Background: an optimization exercise with open tools, aiming at small area. Do not read the settings as production practice. Only simulation tests tie the RTL to the original design; equivalence was not proved. No activity file was given, so power comes from the tool's default toggle rates.

--- design/flow/design.v ---
`timescale 1ns / 1ps
module top(
    input CLK               ,
    input RST_N             ,
    input  SCL              ,
    input  SDA              ,
    output SDA_OUT          ,
    output OUT_EN           ,
    input [7:0] RO_ONE      ,
    input [7:0] RO_TWO      ,
    output [31:0] EFUSE_OUT ,
    output [7:0] CTRL_ONE       ,
    output [7:0] CTRL_TWO       ,
    output [7:0] CTRL_THREE     ,
    output VDD5V                , 
    input  Q                    ,
    output PGENB                ,
    output STROBE               ,
    output NR                   ,
    output [31:0] WE                    
    );
    assign VDD5V = 1'b1;
    wire efuse_bypass     ;
    wire efuse_write      ;
	wire efuse_multiple_en ;
    wire [31:0] efuse_in  ;
    wire write              ;
    wire read               ;
    wire ack                ;
    wire wr_done            ;
    wire rd_done            ;
    wire [31:0] data_in     ;
    wire [31:0] data_out    ;
    wire rst_n_s            ;
    wire clk_div_r          ;
    clk_div  #(.DIV_CLK(1)) 
        u_clk_div(
        .clk        (CLK        ),
        .rst_n      (rst_n_s    ),
        .clk_div_r  (clk_div_r  )
        );
    sync_async_reset u_sync_async_reset(
        .clk    (CLK    ),
        .rst_n  (RST_N  ),
        .rst_n_s(rst_n_s)
   );
    main_state_machine u_main_state_machine(
        .clk            (CLK        )  ,
        .rst_n          (rst_n_s    )  ,
        .efuse_write    (efuse_write)  ,
        .efuse_in       (efuse_in   )  ,
        .efuse_out      (EFUSE_OUT  )  ,
        .efuse_bypass   (efuse_bypass) ,
        .efuse_multiple_en (efuse_multiple_en),  
        .write          (write      )  ,
        .read           (read       )  ,
        .ack            (ack        )  ,
        .data_write     (data_in    )  ,
        .data_read      (data_out   )  ,
        .wr_done        (wr_done    )  ,
        .rd_done        (rd_done    )
    );
    efuse_controller u_efuse_controller(
        .clk_div2   (CLK        ),
        .ce         (~clk_div_r ),
        .rst_n      (rst_n_s    ),
        .wr         (write      ),
        .rd         (read       ),
        .ack        (ack        ),
        .data_in    (data_in    ),
        .data_out   (data_out   ),
        .wr_done    (wr_done    ),
        .rd_done    (rd_done    ),
        .pgenb      (PGENB      ),
        .strobe     (STROBE     ),
        .nr         (NR         ),
        .q          (Q          ),
        .we         (WE         )
    );
    i2c u_i2c(
        .clk           (CLK                 ),
        .reset_n       (rst_n_s             ),
        .efuse_write    (efuse_write        ),
        .efuse_bypass   (efuse_bypass       ),
		.efuse_multiple_en (efuse_multiple_en) ,  
        .efuse_out      (EFUSE_OUT          ),
        .efuse_in       (efuse_in           ),
        .RO_ONE         (RO_ONE             ),
        .RO_TWO         (RO_TWO             ),
        .CTRL_ONE      (CTRL_ONE             ),
        .CTRL_TWO      (CTRL_TWO             ),
        .CTRL_THREE    (CTRL_THREE           ),
        .scl            (SCL                ),
        .sda            (SDA                ),
        .sda_out        (SDA_OUT            ),
        .sda_out_en     (OUT_EN             )
    );
endmodule
`timescale 1ns / 1ps
module clk_div #(parameter DIV_CLK = 1)(
    input clk           ,
    input rst_n         ,
    output reg clk_div_r
    );
    reg [2:0] cnt;
    always @(posedge clk or negedge rst_n) begin
        if(!rst_n)
            cnt <= 3'd0;
        else if(cnt==DIV_CLK-1 )
            cnt <= 3'd0;
        else
            cnt <= cnt + 3'b1;
    end
    always @(posedge clk or negedge rst_n) begin
        if(!rst_n)
            clk_div_r <= 1'b1;
        else if(cnt==DIV_CLK-1 )
            clk_div_r <= ~clk_div_r;
    end
endmodule
`timescale 1ns / 1ps
module sync_async_reset(
    input clk           ,
    input rst_n         ,
    output reg rst_n_s
    );
    reg mid_rst;
    always @(posedge clk or negedge rst_n) begin
        if(!rst_n) begin
            rst_n_s <= 1'b0     ;
            mid_rst <= 1'b0     ;
        end
        else begin
            mid_rst <= 1'b1     ;
            rst_n_s <= mid_rst  ;
        end        
    end
endmodule
`timescale 1ns / 1ps
module main_state_machine(
    input clk           ,
    input rst_n         , 
    input efuse_bypass        ,
    output reg [31:0] efuse_out,
    input efuse_write       ,
	input efuse_multiple_en ,   
    input [31:0] efuse_in   ,
    output reg [31:0] data_write,
    output reg ack              ,
    output reg write            ,
    output reg read             ,
    input wr_done               ,
    input rd_done               ,
    input [31:0] data_read    
    );
    localparam READ = 2'b00;
    localparam WAIT = 2'b01;
    localparam PGM  = 2'b10;
    reg [1:0] state_c;
    reg [1:0] state_n;
    reg efuse_write_d0;
    wire efuse_write_up;
    always @(posedge clk or negedge rst_n) begin
        if(!rst_n)
            state_c <= READ;
        else 
            state_c <= state_n;
    end
    always @(*) begin
        case(state_c)
            READ:   if(rd_done)
                        state_n = WAIT;
                    else    
                        state_n = state_c;
            WAIT:   if((efuse_write_up)&&((efuse_out==32'd0) || efuse_multiple_en))  
                        state_n = PGM;
                    else    
                        state_n = state_c;
            PGM:    if(wr_done)
                        state_n = READ;
                    else    
                        state_n = state_c;
            default:state_n = READ;
        endcase
    end
    always @(posedge clk or negedge rst_n) begin
        if(!rst_n)
            efuse_write_d0 <= 1'b0;
        else 
            efuse_write_d0 <= efuse_write;
    end
    assign efuse_write_up = (efuse_write)&&(!efuse_write_d0);
    always @(posedge clk or negedge rst_n) begin
        if(!rst_n)
            read <= 1'b0;
        else if(rd_done)
            read <= 1'b0;
        else if(state_c == READ)
            read <= 1'b1;
        else 
            read <= 1'b0;
    end
    always @(posedge clk or negedge rst_n) begin
        if(!rst_n)
            write <= 1'b0;
        else if(state_n == PGM)begin
                write <= 1'b1;
        end
        else if(wr_done)
            write <= 1'b0;
        else 
            write <= 1'b0; 
    end
    always @(posedge clk or negedge rst_n) begin
        if(!rst_n)
            efuse_out <= 32'd0;
        else if (efuse_bypass)
            efuse_out <= efuse_in;
        else if(rd_done) begin       
            efuse_out <= data_read;
        end
        else    
            efuse_out <= efuse_out;
    end
    always @(posedge clk or negedge rst_n)begin
        if(!rst_n)
            ack <= 1'b0;
        else if(rd_done)
            ack <= 1'b1;
        else if(wr_done)
            ack <= 1'b1;
        else 
            ack <= 1'b0; 
    end
    always @(posedge clk or negedge rst_n) begin
        if(!rst_n)
            data_write <= 32'd0;
        else if(efuse_write)
            data_write <= (efuse_in & (~ efuse_out)) ;  
        else 
            data_write <= data_write; 
    end
endmodule
`timescale 1ns / 1ps
module efuse_controller #(parameter M=32) (
    input rst_n ,
    input clk_div2,
    input ce    ,    
    input wr    ,
    input rd    ,
    input ack   ,
    input [M-1:0] data_in       ,
    output  reg [M-1:0] data_out,
    input  q,
    output reg pgenb,
    output reg nr,
    output reg strobe,
    output reg [M-1:0] we,
    output reg rd_done,
    output reg wr_done
    );
    reg [M-1:0] temp            ;
    reg [M-1:0] we_d0           ;
    reg [M-1:0] data_out_temp   ;
    reg [1:0] state_c           ;
    reg [1:0] state_n           ;
    reg [4:0] cnt_t_pgm         ;  
    reg [4:0] cnt_pgm           ;
    reg [4:0] cnt_read          ;
    reg strobe_d0   ;
    wire we_rise    ;
    wire strobe_fall;
    localparam WAIT = 2'b00 ;
    localparam READ = 2'b01 ;
    localparam PGM  = 2'b10 ;
    always @(posedge clk_div2 or negedge rst_n) begin
        if(!rst_n)
            state_c <= WAIT   ;
        else if(!ce) begin end  
        else
            state_c <= state_n;
    end
    always @(*) begin
        case(state_c)
            WAIT:begin
                if(rd)
                    state_n = READ;
                else if(wr)
                    state_n = PGM;
                else
                    state_n = state_c;
            end
            READ:begin
                if(rd_done)
                    state_n = WAIT;
                else
                    state_n = state_c;
            end
            PGM:begin
                if(wr_done)
                    state_n = WAIT;
                else 
                    state_n = state_c;
            end
            default:state_n = WAIT;
        endcase
    end
    always @(*) begin
        case(state_c)
            WAIT:begin
                pgenb = 1'b1;
                nr    = 1'b0;
            end
            READ:begin
                pgenb = 1'b1;
                nr    = 1'b1;
            end
            PGM:begin
                pgenb = 1'b0;
                nr    = 1'b0;
            end
            default:begin
                pgenb = 1'b1;               
                nr    = 1'b0;           
            end
        endcase
    end
    always @(posedge clk_div2 or negedge rst_n) begin
        if(!rst_n)
            strobe <= 1'b0;
        else if(!ce) begin end  
        else if(state_c==READ)begin
            if(cnt_t_pgm=='d0&&we!='d0)
                strobe <= 1'b1;
            else if(cnt_t_pgm=='d1)
                strobe <= 1'b1;
            else 
                strobe <= 1'b0; 
        end
        else if(state_c==PGM)begin
            if(we_rise)
                strobe <= 1'b1;
            else if(cnt_t_pgm =='d19)
                strobe <= 1'b0;            
        end
        else
            strobe <= 1'b0;
    end
    always @(posedge clk_div2 or negedge rst_n) begin
        if(!rst_n)begin
            data_out <= 'd0;
        end
        else if(!ce) begin end  
        else if((cnt_read == 'd31)&&(strobe_fall))
            data_out <= data_out_temp;
        else 
            data_out <= data_out;
    end
    always @(posedge clk_div2 or negedge rst_n) begin
        if(!rst_n)begin
            strobe_d0 <= 1'b0;
        end
        else if(!ce) begin end  
        else begin
            strobe_d0 <= strobe;
        end
    end
    always @(posedge clk_div2 or negedge rst_n) begin
        if(!rst_n)begin
            we_d0 <= 'd0;
        end
        else if(!ce) begin end  
        else
            we_d0 <= we;
    end
    assign we_rise = (we!='d0&&we_d0 =='d0);
    assign strobe_fall = (!strobe && strobe_d0);
    always @(posedge clk_div2 or negedge rst_n) begin
        if(!rst_n)begin
            cnt_pgm <=0;
        end
        else if(!ce) begin end  
        else if(state_c == PGM) begin
            if(cnt_pgm == 5'd31) begin
                if(strobe_fall)
                    cnt_pgm <=0;
                else if(data_in[cnt_pgm]==0)
                    cnt_pgm <=0;
            end 
            else if(state_n == WAIT)
                cnt_pgm <=0;
            else if(data_in[cnt_pgm]==0)
                cnt_pgm <= cnt_pgm +1;
            else if(strobe_fall)
                cnt_pgm <= cnt_pgm +1;
            else 
                cnt_pgm <= cnt_pgm;
        end
    end
    wire sign_cnt_t_pgm;
    assign sign_cnt_t_pgm = (cnt_t_pgm==5'd4)?1'b1:1'b0;
    always @(posedge clk_div2 or negedge rst_n) begin
        if(!rst_n)
            cnt_t_pgm <=0;
        else if(!ce) begin end  
        else if(state_c == PGM&&we!='d0)
            if(cnt_t_pgm=='d19)
                cnt_t_pgm <= 'd0;
            else if(strobe)
                cnt_t_pgm <= cnt_t_pgm+1;
            else
                cnt_t_pgm<=0;
        else if(state_c == READ)begin
            if(sign_cnt_t_pgm)
                cnt_t_pgm <= 'd0;
            else
                cnt_t_pgm <= cnt_t_pgm + 'd1;
        end
        else 
            cnt_t_pgm <= 'd0;
    end
    always @(posedge clk_div2 or negedge rst_n) begin
        if(!rst_n)begin
            wr_done <= 0;
        end
        else if(!ce) begin end  
        else if(cnt_pgm == 5'd31)begin
            if(strobe_fall)
                wr_done <= 1'b1;
            else if(data_in[cnt_pgm]==1'b0)
                wr_done <= 1'b1; 
            else
                wr_done <= 0 ;
        end        
        else if(ack)begin
            wr_done <= 0;
        end
        else 
            wr_done <= 0;
    end
      always @(posedge clk_div2 or negedge rst_n) begin
        if(!rst_n)
            rd_done <= 0;
        else if(!ce) begin end  
        else if(state_c == READ)begin
            if(cnt_read == 5'd31&&strobe_fall)
                rd_done <= 1'b1; 
            else 
                rd_done <= 1'b0;
        end
        else if(ack)begin
             rd_done <= 0;
        end
    end
    always @(posedge clk_div2 or negedge rst_n) begin
        if(!rst_n)
            data_out_temp<= 'd0;
        else if(!ce) begin end  
        else if(state_c == WAIT)
            data_out_temp<= 'd0;
        else if(state_c==READ&&cnt_t_pgm=='d2)
            data_out_temp[cnt_read] <= q;
        else
            data_out_temp <= data_out_temp;
    end
    always @(posedge clk_div2 or negedge rst_n) begin
        if(!rst_n)begin
            cnt_read <= 0;
        end
        else if(!ce) begin end  
        else if(state_c==READ)begin
            if((cnt_read == 5'd31)&&(strobe_fall))
                cnt_read <= 'd0;
            else if(cnt_t_pgm=='d3)
                cnt_read <= cnt_read +1;
            else 
                cnt_read <= cnt_read;
        end
    end
    always @(posedge clk_div2 or negedge rst_n) begin
        if(!rst_n)
            we <= 'd0;
        else if(!ce) begin end  
        else if(state_n == READ && we == 'd0)   
            we <= temp;        
        else if(state_c == READ)begin
            if(cnt_t_pgm=='d3)
                we <= 'd0;
            else if(cnt_t_pgm == 'd4)
                we <= temp;
            else 
                we <= we;
        end
        else if(state_c==PGM)begin
            if(strobe_fall)
                we <= 'd0;
            else
                we <= temp & data_in; 
        end
    end
    always @(posedge clk_div2 or negedge rst_n) begin
        if(!rst_n)
            temp <= 'd1;
        else if(!ce) begin end  
        else if( state_c==READ&&cnt_t_pgm=='d3)
            temp <= temp<<1;                    
        else if(cnt_t_pgm=='d19) 
            temp <= temp<<1;
        else if(state_c == PGM && !data_in[cnt_pgm])
            temp <= temp<<1;
        else if(state_c == WAIT)
            temp <= 'd1;
        else
            temp <= temp;
    end
endmodule
`timescale 1ns/1ps
module i2c  (
    input clk                   ,       
    input reset_n               ,
    input  [31:0] efuse_out     ,
    output [31:0] efuse_in      ,
    output efuse_bypass         ,
    output efuse_write          ,
    output  efuse_multiple_en ,   
    input [7:0] RO_ONE         ,
    input [7:0] RO_TWO         ,
    output [7:0] CTRL_ONE       ,
    output [7:0] CTRL_TWO       ,
    output [7:0] CTRL_THREE     ,
    input scl                   ,
    input sda                   ,
    output reg sda_out          ,
    output reg sda_out_en
    );
    parameter I2C_IDLE = 0      ;
    parameter I2C_WORK = 1      ;
    parameter MAX_REGS = 14     ;
    parameter  [6:0] i2c_slave_addr = 7'b1010101; 
    parameter  [7:0] in_reg6    = 8'b0 ;
    parameter  [7:0] in_reg7    = 8'b0 ;
    parameter  [7:0] in_reg8    = 8'b0 ;
    parameter  [7:0] in_reg9    = 8'hff ;
    parameter  [7:0] in_reg10   = 8'b0 ;
    parameter  [7:0] in_reg11   = 8'b0 ;
    parameter  [7:0] in_reg12   = 8'b0 ;
    parameter  [7:0] in_reg13   = 8'b0 ;
    wire  [7:0] EFUSE_IN_ONE  ;
    wire  [7:0] EFUSE_IN_TWO  ;
    wire  [7:0] EFUSE_IN_THREE;
    wire  [7:0] EFUSE_IN_FOUR ;
    wire  [7:0] EFUSE_CTRL    ;
    wire [7:0] read_data            ;        
    reg [7:0] myregs[0:MAX_REGS-1]  ; 
    reg [7:0] addr                  ;                 
    reg [4:0] i                     ;
    reg [7:0] j                     ;
    reg [7:0] slave_addr            ;
    reg [7:0] data                  ;
    reg state                       ;
    reg n_state                     ;
    reg i2c_start       ;
    reg i2c_stop        ;
    reg scl_rise        ;
    reg scl_fall        ;
    reg i2c_set         ;
    reg i2c_get         ;
    reg slave_addr_match;
    reg scl_in, sda_in  ;
    reg scl_old, sda_old; 
    wire time_out       ;
    assign EFUSE_IN_ONE     = myregs[2] ;
    assign EFUSE_IN_TWO     = myregs[3] ;
    assign EFUSE_IN_THREE   = myregs[4];
    assign EFUSE_IN_FOUR    = myregs[5];
    assign EFUSE_CTRL       = myregs[6];
    assign CTRL_ONE         = myregs[7];
    assign CTRL_TWO         = myregs[8];
    assign CTRL_THREE       = myregs[9];
    assign read_data = (addr < MAX_REGS) ? myregs[addr[3:0]] : 8'd0;    
    assign time_out = (j >= 8'd250) ? 1'b1 : 1'b0;     
    assign efuse_in = {EFUSE_IN_FOUR,EFUSE_IN_THREE,EFUSE_IN_TWO,EFUSE_IN_ONE};
    assign efuse_write  = EFUSE_CTRL[0];
    assign efuse_bypass = EFUSE_CTRL[1];
	assign efuse_multiple_en = EFUSE_CTRL[2];  
    always @(posedge clk or negedge reset_n)begin
        if(!reset_n) begin
            state <= I2C_IDLE;
        end
        else begin
            state <= n_state;
        end
    end
    always @(*) begin
        n_state = state;
        case(state)
            I2C_IDLE:begin
                if(i2c_start == 1'b1)
                    n_state = I2C_WORK;
                else
                    n_state = state;
            end
            I2C_WORK:begin
                if(i2c_stop == 1'b1)
                    n_state = I2C_IDLE;
                else if ((scl_fall == 1'b1)&&(i==5'd17 && slave_addr_match && i2c_get))
                    n_state = I2C_IDLE;
                else if ((scl_fall == 1'b1)&&(i==5'd27 && slave_addr_match && i2c_get))
                    n_state = I2C_IDLE;
                else
                    n_state = state ;
            end        
            default: n_state = I2C_IDLE;
        endcase
    end
    always @(posedge clk or negedge reset_n) begin
        if (!reset_n) begin
                myregs[0]  <= 8'd0     ;
                myregs[1]  <= 8'd0     ;
                myregs[2]  <= 8'd0     ;
                myregs[3]  <= 8'd0     ;
                myregs[4]  <= 8'd0     ;
                myregs[5]  <= 8'd0     ;
                myregs[6]  <= in_reg6  ;
                myregs[7]  <= in_reg7  ;
                myregs[8]  <= in_reg8  ;
                myregs[9]  <= in_reg9  ;
                myregs[10] <= in_reg10 ;
                myregs[11] <= in_reg11 ;
                myregs[12] <= in_reg12 ;
                myregs[13] <= in_reg13 ;
        end
        else begin
            myregs[0] <= RO_ONE             ;
            myregs[1] <= RO_TWO             ;            
            myregs[10] <= efuse_out[7:0]     ;
            myregs[11] <= efuse_out[15:8]    ;            
            myregs[12] <= efuse_out[23:16]   ;
            myregs[13] <= efuse_out[31:24]   ;
           if((state==I2C_WORK)&&(scl_fall == 1'b1)&&(i==5'd26) && (i2c_set))begin        
                case(addr) 
                    8'd2 :  myregs[2]  <= data;
                    8'd3 :  myregs[3]  <= data;
                    8'd4 :  myregs[4]  <= data;
                    8'd5 :  myregs[5]  <= data;
                    8'd6 :  myregs[6]  <= data;
                    8'd7 :  myregs[7]  <= data;
                    8'd8 :  myregs[8]  <= data;
                    8'd9 :  myregs[9]  <= data;
                endcase				    
           end        
        end  
    end
    always @(posedge clk or negedge reset_n)begin
        if (reset_n == 1'b0) begin
            scl_in <= 1'b0; 
            sda_in <= 1'b0;
        end
        else begin
            scl_in <= scl;
            sda_in <= sda;
        end
    end
    always @(posedge clk or negedge reset_n)begin
        if (reset_n == 1'b0) begin
            scl_old <= 1'b0; 
            sda_old <= 1'b0;
        end
        else begin
            scl_old <= scl_in; 
            sda_old <= sda_in;
        end
    end
    always @(*) begin
        if(scl_old==1'b1 && scl_in ==1'b1 && sda_old ==1'b1 && sda_in == 1'b0) 
            i2c_start = 1'b1; 
        else 
            i2c_start = 1'b0;
        if(scl_old==1'b1 && scl_in ==1'b1 && sda_old ==1'b0 && sda_in == 1'b1) 
            i2c_stop = 1'b1; 
        else 
            i2c_stop = 1'b0;
        if(scl_old == 1'b0 && scl_in == 1'b1) 
            scl_rise = 1'b1; 
        else 
            scl_rise = 1'b0;
        if(scl_old == 1'b1 && scl_in == 1'b0) 
            scl_fall = 1'b1; 
        else 
            scl_fall = 1'b0;
    end
    always @(*) begin
        if (slave_addr[7:1] == i2c_slave_addr) 
            slave_addr_match = 1'b1; 
        else 
            slave_addr_match = 1'b0;
        if (slave_addr_match && slave_addr[0] == 1'b1)  
            i2c_get = 1'b1; 
        else 
            i2c_get = 1'b0;
        if (slave_addr_match && slave_addr[0] == 1'b0)  
            i2c_set = 1'b1; 
        else 
            i2c_set = 1'b0;
    end
    always @(posedge clk or negedge reset_n)begin
        if(!reset_n)begin
            i <= 5'd0;
        end
        else begin
            if(state==I2C_WORK)begin
                if (i2c_stop == 1'b1)
                    i <= 5'd0;
                else if(i2c_start == 1'b1)
                    i <= 5'd0;
                else if (scl_rise == 1'b1)begin
                    if ( i<5'd30 )
                        i <= i + 5'd1;
                end
                else if ((scl_fall == 1'b1)&&(i==5'd17 && slave_addr_match && i2c_get)) 
                    i <= 5'd0;
                else if ((scl_fall == 1'b1)&&(i==5'd27 && slave_addr_match && i2c_get)) 
                    i <= 5'd0;
            end
            else if(state==I2C_IDLE)begin
                i <= 5'd0;
                if (i2c_start == 1'b1)
                    i <= 5'd0;
            end
        end
    end
    always @(posedge clk or negedge reset_n)begin
        if(!reset_n) begin
            j <= 8'd0;
        end
        else begin
            if( state==I2C_IDLE)
                j <= 8'd0;
            else if( state==I2C_WORK)begin
                if (i2c_start == 1'b1)
                    j <= 8'd0;
                else if (scl_fall == 1'b1)
                    j <= 8'd0;
                else
                    j <= j+8'd1;
            end
        end
    end
    always @(posedge clk or negedge reset_n) begin
        if(!reset_n)begin
            sda_out <= 1'b0;
        end
        else begin
            if(state==I2C_IDLE)
                sda_out <= 1'b1;
            else if( state==I2C_WORK)begin
                if (i2c_stop == 1'b1)
                    sda_out <= 1'b1;
                else if (i2c_start == 1'b1)
                    sda_out <= 1'b1;
                else if (scl_fall == 1'b1)begin
                    if (i==5'd8 && slave_addr_match)
                        sda_out <= 1'b0;
                    else if (i==5'd17 && slave_addr_match && i2c_set)
                        sda_out <= 1'b0;
                    else if (i==5'd26 && slave_addr_match && i2c_set)
                        sda_out <= 1'b0;
                    else if (i==5'd9 && i2c_get)
                        sda_out    <= read_data[7];
                    else if (i==5'd10 && i2c_get)
                        sda_out    <= read_data[6];
                    else if (i==5'd11 && i2c_get)
                        sda_out    <= read_data[5];
                    else if (i==5'd12 && i2c_get)
                        sda_out    <= read_data[4];
                    else if (i==5'd13 && i2c_get)
                        sda_out    <= read_data[3];
                    else if (i==5'd14 && i2c_get)
                        sda_out    <= read_data[2];
                    else if (i==5'd15 && i2c_get)
                        sda_out    <= read_data[1];
                    else if (i==5'd16 && i2c_get)
                        sda_out    <= read_data[0];
                    else if (i==5'd17 && slave_addr_match && i2c_get)
                        sda_out <= 1'b1;
                    else if (i==5'd27 && slave_addr_match && i2c_set)
                        sda_out <= 1'b1;
                end              
            end      
        end
    end
    always @(posedge clk or negedge reset_n) begin
        if(!reset_n)begin
            data <= 8'd0;    
        end
        else begin
            if(state==I2C_WORK)begin
                if ((scl_rise == 1'b1)&&(i>5'd17) && (i<5'd26)&&(i2c_get==0) )
                    data <= {data[6:0], sda_in};   
            end
        end
    end
    always @(posedge clk or negedge reset_n) begin
        if(!reset_n)begin
            addr <= 8'd0;    
        end
        else begin
            if(state==I2C_WORK)begin
                if ((scl_rise == 1'b1)&&(i>5'd8) && (i<5'd17)&&(i2c_get==0) )
                    addr <= {addr[6:0], sda_in};   
            end    
        end
    end
    always @(posedge clk or negedge reset_n) begin
        if(!reset_n)begin
            slave_addr <= 8'd0;  
        end
        else begin
            if(state==I2C_WORK)begin
                if (i2c_stop == 1'b1) 
                    slave_addr <= 8'd0;
                else if (i2c_start == 1'b1)
                    slave_addr <= 8'd0;
                else if (scl_rise == 1'b1)begin
                    if(i<5'd8)begin
                        slave_addr <= {slave_addr[6:0], sda_in};
                    end
                end
                else if (scl_fall == 1'b1)begin
                    if (i==5'd17 && slave_addr_match && i2c_get)
                        slave_addr <= 8'd0;
                    else if (i==5'd27 && slave_addr_match && i2c_set)
                        slave_addr <= 8'd0;        
                end  
            end
        end
    end
    always @(posedge clk or negedge reset_n) begin
        if(!reset_n)begin
            sda_out_en <= 1'b0;
        end
        else begin
            if( state==I2C_WORK)begin           
                if (i2c_stop == 1'b1)
                    sda_out_en <= 1'b0;
                else if (i2c_start == 1'b1)
                    sda_out_en <= 1'b0;
                else if (scl_fall == 1'b1)begin
                    if (i==5'd8 && slave_addr_match)
                        sda_out_en <= 1'b1;
                    else if (i==5'd17 && slave_addr_match && i2c_set)
                        sda_out_en <= 1'b1;
                    else if (i==5'd26 && slave_addr_match && i2c_set)
                        sda_out_en <= 1'b1;
                    else if (i==5'd9 && i2c_get)
                        sda_out_en <= 1'b1;
                    else if (i==5'd10 && i2c_get)
                        sda_out_en <= 1'b1;
                    else if (i==5'd11 && i2c_get)
                        sda_out_en <= 1'b1;
                    else if (i==5'd12 && i2c_get)
                        sda_out_en <= 1'b1;
                    else if (i==5'd13 && i2c_get)
                        sda_out_en <= 1'b1;
                    else if (i==5'd14 && i2c_get)
                        sda_out_en <= 1'b1;
                    else if (i==5'd15 && i2c_get)
                        sda_out_en <= 1'b1;
                    else if (i==5'd16 && i2c_get)
                        sda_out_en <= 1'b1;
                    else if (i==5'd17 && slave_addr_match && i2c_get)
                        sda_out_en <= 1'b0;
                    else if (i==5'd27 && slave_addr_match && i2c_set)
                        sda_out_en <= 1'b0;
                    else 
                        sda_out_en <= 1'b0;
                end
                else if (sda_out_en && time_out)  
                    sda_out_en <= 1'b0;     
            end
        end
    end
endmodule
--- design/flow/run.sh ---
#!/bin/bash
# synth_recipe.tcl (not shown) runs the flow's synth.tcl, then flattens the netlist and writes it again
# the make line also repeats each setting of config.mk as NAME=value (left out here)
make -C /OpenROAD-flow-scripts/flow DESIGN_CONFIG=/design/flow/config.mk WORK_HOME=/design/flow/orfs CLKGATE_MAP_FILE= SYNTH_SCRIPT=/design/flow/synth_recipe.tcl finish
--- design/flow/config.mk ---
export PLATFORM = sky130hd
export DESIGN_NAME = top
export DESIGN_NICKNAME = top
export VERILOG_FILES = /design/flow/design.v
export SDC_FILE = /design/flow/constraint.sdc
export NUM_CORES = 4
export LEC_CHECK = 0
export CAP_MARGIN = 20
export CORE_MARGIN = 2
export CORE_UTILIZATION = 40
export SLEW_MARGIN = 20
--- design/flow/constraint.sdc ---
create_clock -name core_clock -period 10.0 [get_ports {CLK}]
set_input_delay 2.0000 -clock core_clock [delete_from_list [all_inputs] [get_ports {CLK}]]
set_output_delay 2.0000 -clock core_clock [all_outputs]
set_load 0.01 [all_outputs]
==> key figures <==
Status
  – Outcome: timing/DRC/antenna clean

Drt
  – Routed wire length: 52100 um
  – DR WL/cell: 21.7 um
  – Final ANT Viol Nets: 0
  – Post-route DRC: 0
  – Vias: 13600
  – First drt pass iteration count: 5
  – DR iter-0 viols: 1297
  – Number of vias per cell: 5.65

Logic synthesis
  – Leading area contributor after synthesis: dfrtp_1
  – Syn avg cell area: 11.1 um^2
  – Top cells by area, synth: dfrtp_1 (54%), mux2_2 (9.2%), o21ai_0 (4.4%)
  – Asr flop ratio synth: 100%
  – YS warnings: 6
  – Sequential area share after synthesis: 55.3%
  – Yosys reg bits: 413
  – Yosys cell types: 74
  – Main synth FF type: dfrtp_1
  – Synth top area share: 53.9%
  – Mapped Cells: 1681
  – Post-synth EDFFs: 0
  – Cell Area, Synth: 18700 um^2

Setup path
  – Crit path DAT: 2.11 ns
  – CP delay by family, top: buffers and inverters
  – Slowest cell on crit path: clkdlybuf4s50_1
  – Crit Path Class: reg -> out
  – FF-to-FF End: u_i2c.myregs[4][7]
  – CP Capture Type: primary output
  – Worst R2R Path Depth: 6
  – Reg-to-reg startpoint: u_i2c.slave_addr[4]
  – CP max FO: 9
  – Startpoint types: flip-flop
  – Buf+Inv Stages, Crit Path: 2
  – Worst-path cell chain: nand2b_1, clkinv_1, clkdlybuf4s50_1
  – Worst EP required: 8.00 ns
  – Slowest Stage Delay on Critical Path: 0.59 ns
  – Reg2reg setup slack: 6.61 ns

Timing
  – Max Slew Vio Count: 0
  – Setup slack after layout: 5.89 ns
  – RSZ-0062 raised after global routing: no
  – Worst-margin pin slew: 1.08 ns
  – Post-layout min period: 4.11 ns
  – Setup TNS: 0 ns
  – Final setup viols: 0
  – Max Clock Skew: 0.0306 ns
  – Final Hold Viols: 0
  – Min Hold Slack: 0.347 ns
  – Crit share post-route: 41.1%
  – Slew margin rel.: 27.7%
  – Highest Clock Rate: 0.243 GHz

Run
  – Max Cap Viol: 0

Clock tree
  – Clock Sinks: 413
  – Clk root buf: clkbuf_16
  – Clock buffer count from CTS: 46
  – CTS tree: built
  – Post-cts resize count: 0
  – Worst skew pair latency: 0.58 ns
  – CTS Buffer Depth: 3
  – Clk pin slew, worst setup/hold paths: 0.06 ns
  – Post-CTS setup buffers: 0
  – # hold bufs at CTS: 0
  – H-tree levels: 2

Die
  – Placement Rows: 79
  – Die Span Y: 220 um
  – Core area: 46400 um^2
  – Num ports: 115
  – Total die area: 48500 um^2
  – Initial core utilization: 40.3%
  – Die W: 220 um

Finish
  – Layout cell share with drive strength beyond 1: 16.0%
  – # diodes: 0
  – Final core occ: 47.4%
  – Fin area: 22000 um^2
  – NumNets Final: 1809
  – Non-Filler Instances: 2405
  – Layout area overhead: 17.5%

Pwr
  – Pwr dens: 164 nW/um^2
  – Leakage Power: 9.53 nW
  – Max VDD drop: 0.000110 V
  – Power, Total: 3.59 mW

Placed design
  – Routability cong.: 0.869
  – DP Area: 20400 um^2
  – Dpl ws: 6.44 ns
  – DP HPWL: 36300 um
  – Placed cells: 2324
  – # port buffers: 113

Hold path
  – Worst hold path startpoint: u_sync_async_reset.mid_rst
  – Hold Crit Class: reg -> reg
  – Hold Path Depth: 0
  – Hold Path End: u_sync_async_reset.rst_n_s

Global route
  – Largest net degree at the start of global routing: 139
  – Initial antenna violation count: 1
  – Global router's overall resource usage: 21.8%
  – Vias in the first global route: 13200
  – Global route total overflow: 0
  – Wire length of the first global-routing pass: 80700 um
-- metal layers --
| layer | track usage (%) | share of wire, % | vias up |
|---|---|---|---|
| met5 | 0 | 0.021 | - |
| met4 | 5.93 | 2.4 | 2 |
| met3 | 3.82 | 5.0 | 81 |
| met2 | 33.3 | 46 | 386 |
| met1 | 31.9 | 47 | 6876 |
| li1 | - | - | 6234 |
-- cells in the mapped netlist (all sizes together) (8+ instances only) --
| cell | n |
|---|---|
| dfstp | 10 |
| xor2 | 9 |
| nor2b | 11 |
| nand4 | 14 |
| nand3b | 35 |
| o31ai | 39 |
| ha | 23 |
| a22o | 35 |
| xnor2 | 8 |
| nor4 | 33 |
| mux4 | 10 |
| buf | 27 |
| dfrtp | 403 |
| mux2i | 50 |
| nor2 | 61 |
| inv | 98 |
| a221oi | 9 |
| nor3 | 16 |
| nand2b | 19 |
| a31oi | 28 |
| nand3 | 32 |
| mux2 | 152 |
| clkbuf | 70 |
| nand2 | 138 |
| a21oi | 69 |
| o21ai | 167 |
-- layout make-up --
type                    count  area [um^2]
repair buffers            132         1290
multi-input cells        1073         7630
flip-flops and latches    413        10400
clock inverters            21          325
clock buffers              60         1240
fillers                  4245        24400
well taps                 607          759
inverters                  99          372
-- power by group --
group | internal [mW] | switching [mW] | total [mW] | leakage [nW]
Clock | 1.08 | 0.689 | 1.77 | 0.767
Combinational | 0.0374 | 0.0755 | 0.113 | 3.16
Sequential | 1.69 | 0.0244 | 1.71 | 5.61
-- worst max-delay path by stage --
stage,from,to,slack (ns),depth (start not counted)
finish,u_efuse_controller.state_c[1],NR,5.89,3
global route,u_efuse_controller.state_c[1],NR,5.76,3
CTS,u_efuse_controller.state_c[1],NR,5.89,3
detailed placement,Q,u_efuse_controller.data_out_temp[21],6.44,5
global placement,Q,u_efuse_controller.data_out_temp[25],6.45,5
floorplan,u_sync_async_reset.rst_n_s,u_clk_div.cnt[0],3.27,0
-- cells in the final DEF (no fill, tap or decap), drive strengths merged, types with 5 or more instances in the layout --
cell type,n
ha,23
buf,19
nand2,138
a211oi,6
o211ai,7
nand2b,19
xnor2,8
clkbuf,60
mux2,152
xor2,9
o221ai,5
nor2,61
o22ai,5
and2,5
clkinv,12
dfrtp,403
bufinv,8
nand4,14
a32o,5
clkdlybuf4s50,113
nor2b,11
a21oi,69
mux2i,50
mux4,10
nand3b,35
a31oi,28
o21ai,167
o31ai,39
nand3,32
a22oi,5
nor3,16
a22o,35
nor4,33
inv,98
a221oi,9
and3,7
dfstp,10
-- logic make-up (layout without fill, tap and decap cells) --
logic type / count (synthesis) / after routing / synth area share (%)
muxes: 212 / 212 / 13.0
AOI/OAI and AO/OA: 422 / 422 / 14.3
adders and majority gates: 23 / 23 / 1.54
other: 1 / 2 / 0.0201
xor gates and xnor gates: 17 / 17 / 0.796
buffers and inverters: 196 / 312 / 4.07
and+or+nand+nor: 397 / 397 / 11.0
DFF: 413 / 413 / 55.3
-- state kept, by name, indices dropped and copies added, names as in the netlist, 32 cells and up --
name	cells
u_efuse_controller.data_out	32
u_main_state_machine.efuse_out	32
u_main_state_machine.data_write	32
u_efuse_controller.we	32
u_efuse_controller.temp	32
u_efuse_controller.data_out_temp	32
u_efuse_controller.we_d0	32
u_i2c.myregs	112

-- separate check: timing with driven ports --
Ports are ideal in the flow. The routed layout listed here was re-timed in OpenROAD. Step 1 sets driving cells, clkbuf_16 on the clock port and buf_2 on the other inputs (assumed; they add their load-dependent delay and slew). Step 2 times the ports against the registers' clock, not the clock port: input delays grow and output delays shrink by t, the midpoint of the rising clock arrivals with the driver on. Slacks: ideal ports / drivers / drivers and shift; pairs: ideal ports / drivers.
t (ns): 0.623
slack for setup (ns): 5.888 / 5.832 / 6.430
worst register clock-pin slew, ns: 0.06 / 0.06
worst slew at a driven data input, ns: 0.04
After both steps this run still meets setup and hold. The setup slack of this run moves by -0.056 ns with the drivers and by +0.542 ns with both steps.
